This is an optimization exercise on Yosys and OpenROAD, whose aim is small area, not a production implementation. At most, simulation tests tie the RTL to the original design; equivalence was not proved. No driver is modelled on the clock port, so clocking that relies on it looks cheaper here than on a real chip. Power figures rest on the tool's default switching activity, not on a simulated workload.

// wave_synth
module wave_synth(
    input clk,
    input rst,
    input on,
    input valid_1,
    input on_off_1,
    input [7:0] note_1,
    input valid_2,
    input on_off_2,
    input [7:0] note_2,
    output [11:0] num_track_1,
    output [11:0] num_track_2,
    output pwm
);
    tri_track track_1(.clk(clk), .reset(rst), .on(on), .valid(valid_1), .on_off(on_off_1),
                      .note(note_1), .num(num_track_1));
    tri_track track_2(.clk(clk), .reset(rst), .on(on), .valid(valid_2), .on_off(on_off_2),
                      .note(note_2), .num(num_track_2));
    PWM_gen_x all_track(.clk(clk), .reset(rst), .num_1(num_track_1), .num_2(num_track_2), .PWM(pwm));
endmodule
make LEC_CHECK=0 CAP_MARGIN=20 CORE_MARGIN=2 CORE_UTILIZATION=50 CTS_BUF_LIST=sky130_fd_sc_hd__clkbuf_4 SLEW_MARGIN=20 finish   # period 200.0 ns
run.sh (not shown) runs the stock make flow with config.mk's settings and CLKGATE_MAP_FILE= SYNTH_SCRIPT=/design/flow/synth_recipe.tcl, a recipe that flattens the netlist after the stock synthesis.
The starting point completed without violations.
Change:
--- a/flow/config.mk
+++ b/flow/config.mk
@@ -11 +11 @@
-export CTS_BUF_LIST = sky130_fd_sc_hd__clkbuf_4
+export CTS_BUF_LIST = sky130_fd_sc_hd__clkbuf_2
The changed run finished clean; final area came out lower by 2.0%; total power falls by 9.5%; die area is unchanged; sequential cell count stays the same; setup slack degrades by 0.010 ns; routed wire length shrinks by 0.62%; worst hold slack gets better by 0.0077 ns.
No functional check of the RTL was part of any run of this note.

* * *

wave_synth, a different RTL version from the one above (not shown whole).
Size: ~2500 cells after synthesis, ~48 I/O pins.
Settings: LEC_CHECK=0, CAP_MARGIN=20, CORE_MARGIN=2, CORE_UTILIZATION=72, GPL_TIMING_DRIVEN=0, SLEW_MARGIN=20; clock period 200.0 ns.
standard.sh (not shown) runs the stock make flow with config.mk's settings and CLKGATE_MAP_FILE= SYNTH_SCRIPT=/design/flow/synth_recipe.tcl, a recipe that flattens the netlist after the stock synthesis.
==> flow/flow/run.sh <==
#!/bin/bash
# Own flow: the standard layout (standard.sh) with an area-oriented ABC
# script for the technology mapping step, no full-adder cell extraction, a
# smaller clock tree and the smallest port buffers. Each tool's output is
# logged in this folder (make_*.log) and under orfs/logs/.
set -euo pipefail
work=$(pwd)
export MY_ABC_DIR="$work/flow"
export FLOW_SYNTH_TCL="$work/synth_recipe.tcl"
# clock tree: no dummy loads, small buffers, larger sink clusters
export CTS_ARGS="$(cat "$work/flow/cts_args.txt")"
# no full-adder cell extraction: ABC maps the adders as plain logic
export ADDER_MAP_FILE=
# port buffers: the smallest buffer
export BUFFER_PORTS_ARGS="-buffer_cell sky130_fd_sc_hd__buf_1"
grep -q "SYNTH_SCRIPT=$work/synth_recipe.tcl " standard.sh
sed "s#SYNTH_SCRIPT=$work/synth_recipe.tcl #SYNTH_SCRIPT=$work/flow/my_synth.tcl #" standard.sh > my_standard.sh
bash my_standard.sh synth > make_synth.log 2>&1
bash my_standard.sh cts > make_cts.log 2>&1
export CTS_RESULTS="$work/orfs/results/sky130hd/wave_synth/base"
openroad -no_init -exit flow/clk_slew.tcl > clk_slew.log 2>&1
slew=$(awk '/^CLK_SLEW/ {print $2}' clk_slew.log)
if [[ -z "$slew" ]] || awk -v s="$slew" 'BEGIN { exit !(s > 0.105) }'; then
  bash my_standard.sh clean_cts > make_clean_cts.log 2>&1
  export CTS_ARGS="$(cat "$work/flow/cts_args_safe.txt")"
  bash my_standard.sh cts > make_cts_safe.log 2>&1
fi
bash my_standard.sh > make_layout.log 2>&1
test -f out/final.def
==> flow/flow/abc_s1.script <==
strash
&get -n
&deepsyn -T 60 -S 1
&dch -f
&nf -R 1000 -p -F 8 -a -A 4
&st
&deepsyn -T 30 -S 1
&dch -f
&nf -R 1000 -p -F 8 -a -A 4
&st
&dch -f
&nf -R 1000 -p -F 8 -a -A 4
&st
&dch -f
&nf -R 1000 -p -F 8 -a -A 4
&put
topo
==> flow/flow/abc_s2.script <==
strash
&get -n
&deepsyn -T 60 -S 2
&dch -f
&nf -R 1000 -p -F 8 -a -A 4
&st
&deepsyn -T 30 -S 2
&dch -f
&nf -R 1000 -p -F 8 -a -A 4
&st
&dch -f
&nf -R 1000 -p -F 8 -a -A 4
&st
&dch -f
&nf -R 1000 -p -F 8 -a -A 4
&put
topo
==> flow/flow/abc_s3.script <==
strash
&get -n
&deepsyn -T 60 -S 3
&dch -f
&nf -R 1000 -p -F 8 -a -A 4
&st
&deepsyn -T 30 -S 3
&dch -f
&nf -R 1000 -p -F 8 -a -A 4
&st
&dch -f
&nf -R 1000 -p -F 8 -a -A 4
&st
&dch -f
&nf -R 1000 -p -F 8 -a -A 4
&put
topo
==> flow/flow/abc_s4.script <==
strash
&get -n
&deepsyn -T 60 -S 4
&dch -f
&nf -R 1000 -p -F 8 -a -A 4
&st
&deepsyn -T 30 -S 4
&dch -f
&nf -R 1000 -p -F 8 -a -A 4
&st
&dch -f
&nf -R 1000 -p -F 8 -a -A 4
&st
&dch -f
&nf -R 1000 -p -F 8 -a -A 4
&put
topo
==> flow/flow/abc_s5.script <==
strash
&get -n
&deepsyn -T 60 -S 5
&dch -f
&nf -R 1000 -p -F 8 -a -A 4
&st
&deepsyn -T 30 -S 5
&dch -f
&nf -R 1000 -p -F 8 -a -A 4
&st
&dch -f
&nf -R 1000 -p -F 8 -a -A 4
&st
&dch -f
&nf -R 1000 -p -F 8 -a -A 4
&put
topo
==> flow/flow/clk_slew.tcl <==
# Prints the worst estimated (placement parasitics) slew at any flip-flop
# clock pin of the clock tree in 4_cts.odb, in ns.
set platform $::env(FLOW_HOME)/platforms/sky130hd
read_lef $platform/lef/sky130_fd_sc_hd.tlef
read_lef $platform/lef/sky130_fd_sc_hd_merged.lef
read_liberty $platform/lib/sky130_fd_sc_hd__tt_025C_1v80.lib
read_db $::env(CTS_RESULTS)/4_cts.odb
read_sdc $::env(CTS_RESULTS)/4_cts.sdc
source $platform/setRC.tcl
set_wire_rc -clock -layer met5
set_wire_rc -signal -layer met2
set_propagated_clock [all_clocks]
estimate_parasitics -placement
set worst 0
foreach pin [get_pins -hierarchical */CLK] {
  set s [get_property $pin slew_max]
  if { $s > $worst } { set worst $s }
}
puts "CLK_SLEW $worst"
==> flow/flow/cts_args.txt <==
-sink_clustering_enable -repair_clock_nets -dont_use_dummy_load -buf_list sky130_fd_sc_hd__clkbuf_8 -sink_clustering_size 18 -sink_clustering_max_diameter 60
==> flow/flow/cts_args_safe.txt <==
-sink_clustering_enable -repair_clock_nets -dont_use_dummy_load -buf_list sky130_fd_sc_hd__clkbuf_8 -sink_clustering_size 14 -sink_clustering_max_diameter 60
Other scripts of this flow, unchanged in this note and not shown: flow/flow/my_synth.tcl
Then changed:
--- a/flow/flow/run.sh
+++ b/flow/flow/run.sh
@@ -17,13 +17,4 @@
 sed "s#SYNTH_SCRIPT=$work/synth_recipe.tcl #SYNTH_SCRIPT=$work/flow/my_synth.tcl #" standard.sh > my_standard.sh
 bash my_standard.sh synth > make_synth.log 2>&1
-bash my_standard.sh cts > make_cts.log 2>&1
-export CTS_RESULTS="$work/orfs/results/sky130hd/wave_synth/base"
-openroad -no_init -exit flow/clk_slew.tcl > clk_slew.log 2>&1
-slew=$(awk '/^CLK_SLEW/ {print $2}' clk_slew.log)
-if [[ -z "$slew" ]] || awk -v s="$slew" 'BEGIN { exit !(s > 0.105) }'; then
-  bash my_standard.sh clean_cts > make_clean_cts.log 2>&1
-  export CTS_ARGS="$(cat "$work/flow/cts_args_safe.txt")"
-  bash my_standard.sh cts > make_cts_safe.log 2>&1
-fi
 bash my_standard.sh > make_layout.log 2>&1
 test -f out/final.def
==> flow/flow/cts_args.txt (replaced) <==
-sink_clustering_enable -repair_clock_nets -dont_use_dummy_load -buf_list sky130_fd_sc_hd__clkbuf_8 -sink_clustering_size 14 -sink_clustering_max_diameter 60
Settings changed: CORE_UTILIZATION 72 to 65.
removed: flow/flow/clk_slew.tcl
removed: flow/flow/cts_args_safe.txt
Maximum frequency barely changes.
Cell count increases slightly.
Critical path depth is unchanged.
Via count decreases by a little under a tenth.
Global-route usage decreases by 10 points.
Then changed:
==> flow/flow/abc_s1.script (replaced) <==
strash
&get -n
&deepsyn -T 60 -S 1
&dch -f
&nf -R 1000
&put
topo
==> flow/flow/abc_s2.script (replaced) <==
strash
&get -n
&deepsyn -T 60 -S 2
&dch -f
&nf -R 1000
&put
topo
==> flow/flow/abc_s3.script (replaced) <==
strash
&get -n
&deepsyn -T 60 -S 3
&dch -f
&nf -R 1000
&put
topo
==> flow/flow/abc_s4.script (replaced) <==
strash
&get -n
&deepsyn -T 60 -S 4
&dch -f
&nf -R 1000
&put
topo
==> flow/flow/abc_s5.script (replaced) <==
strash
&get -n
&deepsyn -T 60 -S 5
&dch -f
&nf -R 1000
&put
topo
What happened: The changed run ran to the end with no violations. Via count goes up by about 3.4%. Setup slack improves by 47 ps. Synthesized cell count came out higher by about 2.8%. Wire length goes up by about 4.6%. Worst hold slack is about the same.
Then changed:
--- a/flow/flow/run.sh
+++ b/flow/flow/run.sh
@@ -17,4 +17,13 @@
 sed "s#SYNTH_SCRIPT=$work/synth_recipe.tcl #SYNTH_SCRIPT=$work/flow/my_synth.tcl #" standard.sh > my_standard.sh
 bash my_standard.sh synth > make_synth.log 2>&1
+bash my_standard.sh cts > make_cts.log 2>&1
+export CTS_RESULTS="$work/orfs/results/sky130hd/wave_synth/base"
+openroad -no_init -exit flow/clk_slew.tcl > clk_slew.log 2>&1
+slew=$(awk '/^CLK_SLEW/ {print $2}' clk_slew.log)
+if [[ -z "$slew" ]] || awk -v s="$slew" 'BEGIN { exit !(s > 0.105) }'; then
+  bash my_standard.sh clean_cts > make_clean_cts.log 2>&1
+  export CTS_ARGS="$(cat "$work/flow/cts_args_safe.txt")"
+  bash my_standard.sh cts > make_cts_safe.log 2>&1
+fi
 bash my_standard.sh > make_layout.log 2>&1
 test -f out/final.def
==> flow/flow/abc_s1.script (replaced) <==
strash
&get -n
&deepsyn -T 60 -S 1
&dch -f
&nf -R 1000 -p -F 8 -a -A 4
&st
&deepsyn -T 30 -S 1
&dch -f
&nf -R 1000 -p -F 8 -a -A 4
&st
&dch -f
&nf -R 1000 -p -F 8 -a -A 4
&st
&dch -f
&nf -R 1000 -p -F 8 -a -A 4
&put
topo
==> flow/flow/abc_s2.script (replaced) <==
strash
&get -n
&deepsyn -T 60 -S 2
&dch -f
&nf -R 1000 -p -F 8 -a -A 4
&st
&deepsyn -T 30 -S 2
&dch -f
&nf -R 1000 -p -F 8 -a -A 4
&st
&dch -f
&nf -R 1000 -p -F 8 -a -A 4
&st
&dch -f
&nf -R 1000 -p -F 8 -a -A 4
&put
topo
==> flow/flow/abc_s3.script (replaced) <==
strash
&get -n
&deepsyn -T 60 -S 3
&dch -f
&nf -R 1000 -p -F 8 -a -A 4
&st
&deepsyn -T 30 -S 3
&dch -f
&nf -R 1000 -p -F 8 -a -A 4
&st
&dch -f
&nf -R 1000 -p -F 8 -a -A 4
&st
&dch -f
&nf -R 1000 -p -F 8 -a -A 4
&put
topo
==> flow/flow/abc_s4.script (replaced) <==
strash
&get -n
&deepsyn -T 60 -S 4
&dch -f
&nf -R 1000 -p -F 8 -a -A 4
&st
&deepsyn -T 30 -S 4
&dch -f
&nf -R 1000 -p -F 8 -a -A 4
&st
&dch -f
&nf -R 1000 -p -F 8 -a -A 4
&st
&dch -f
&nf -R 1000 -p -F 8 -a -A 4
&put
topo
==> flow/flow/abc_s5.script (replaced) <==
strash
&get -n
&deepsyn -T 60 -S 5
&dch -f
&nf -R 1000 -p -F 8 -a -A 4
&st
&deepsyn -T 30 -S 5
&dch -f
&nf -R 1000 -p -F 8 -a -A 4
&st
&dch -f
&nf -R 1000 -p -F 8 -a -A 4
&st
&dch -f
&nf -R 1000 -p -F 8 -a -A 4
&put
topo
==> flow/flow/clk_slew.tcl (new file) <==
# Prints the worst estimated (placement parasitics) slew at any flip-flop
# clock pin of the clock tree in 4_cts.odb, in ns.
set platform $::env(FLOW_HOME)/platforms/sky130hd
read_lef $platform/lef/sky130_fd_sc_hd.tlef
read_lef $platform/lef/sky130_fd_sc_hd_merged.lef
read_liberty $platform/lib/sky130_fd_sc_hd__tt_025C_1v80.lib
read_db $::env(CTS_RESULTS)/4_cts.odb
read_sdc $::env(CTS_RESULTS)/4_cts.sdc
source $platform/setRC.tcl
set_wire_rc -clock -layer met5
set_wire_rc -signal -layer met2
set_propagated_clock [all_clocks]
estimate_parasitics -placement
set worst 0
foreach pin [get_pins -hierarchical */CLK] {
  set s [get_property $pin slew_max]
  if { $s > $worst } { set worst $s }
}
puts "CLK_SLEW $worst"
==> flow/flow/cts_args.txt (replaced) <==
-sink_clustering_enable -repair_clock_nets -dont_use_dummy_load -buf_list sky130_fd_sc_hd__clkbuf_8 -sink_clustering_size 18 -sink_clustering_max_diameter 60
==> flow/flow/cts_args_safe.txt (new file) <==
-sink_clustering_enable -repair_clock_nets -dont_use_dummy_load -buf_list sky130_fd_sc_hd__clkbuf_8 -sink_clustering_size 14 -sink_clustering_max_diameter 60
Result:
- non-clock buffer count is lower by 7
- sequential share of layout area grows by 0.91 points
- clock-buffer cell count came out lower by 8

-- port drivers added, routing unchanged --
How much do the figures lean on ideal ports? The routed layouts below were timed once more, with nothing changed but the port constraints. Step 1 assumes that a clkbuf_16 drives the clock port and a buf_2 every other input. Step 2 adds t to the input delays and takes it off the output delays; t is the mean of the earliest and latest rising clock arrival at the registers after step 1. Input paths then give back, and output paths get back, about the clock's delay inside the block. Slacks: ideal / step 1 / step 2; pairs: ideal / step 1.
run | t (ns) | setup WS [ns] | hold slack, ns | worst slew at a driven data input, ns | pins driven straight from the clock port
the first run of note 1 | 0.889 | 118.182 / 118.155 / 118.155 | 0.406 / 0.406 / 0.406 | 0.03 | 1
the second run of note 1 | 1.130 | 118.172 / 118.146 / 118.146 | 0.414 / 0.414 / 0.414 | 0.03 | 1
the first run of note 2 | 0.627 | 118.278 / 118.240 / 118.240 | 0.450 / 0.450 / 0.450 | 0.04 | 1
the second run of note 2 | 0.624 | 118.522 / 118.493 / 118.493 | 0.432 / 0.432 / 0.432 | 0.04 | 1
the third run of note 2 | 0.629 | 118.569 / 118.535 / 118.535 | 0.434 / 0.434 / 0.434 | 0.04 | 1
the fourth run of note 2 | 0.673 | 118.494 / 118.465 / 118.465 | 0.404 / 0.404 / 0.404 | 0.04 | 1
After both steps every run listed still meets setup and hold. The setup slack of the first run of note 2, which loses most, moves by -0.038 ns with the drivers and by -0.038 ns with both steps.
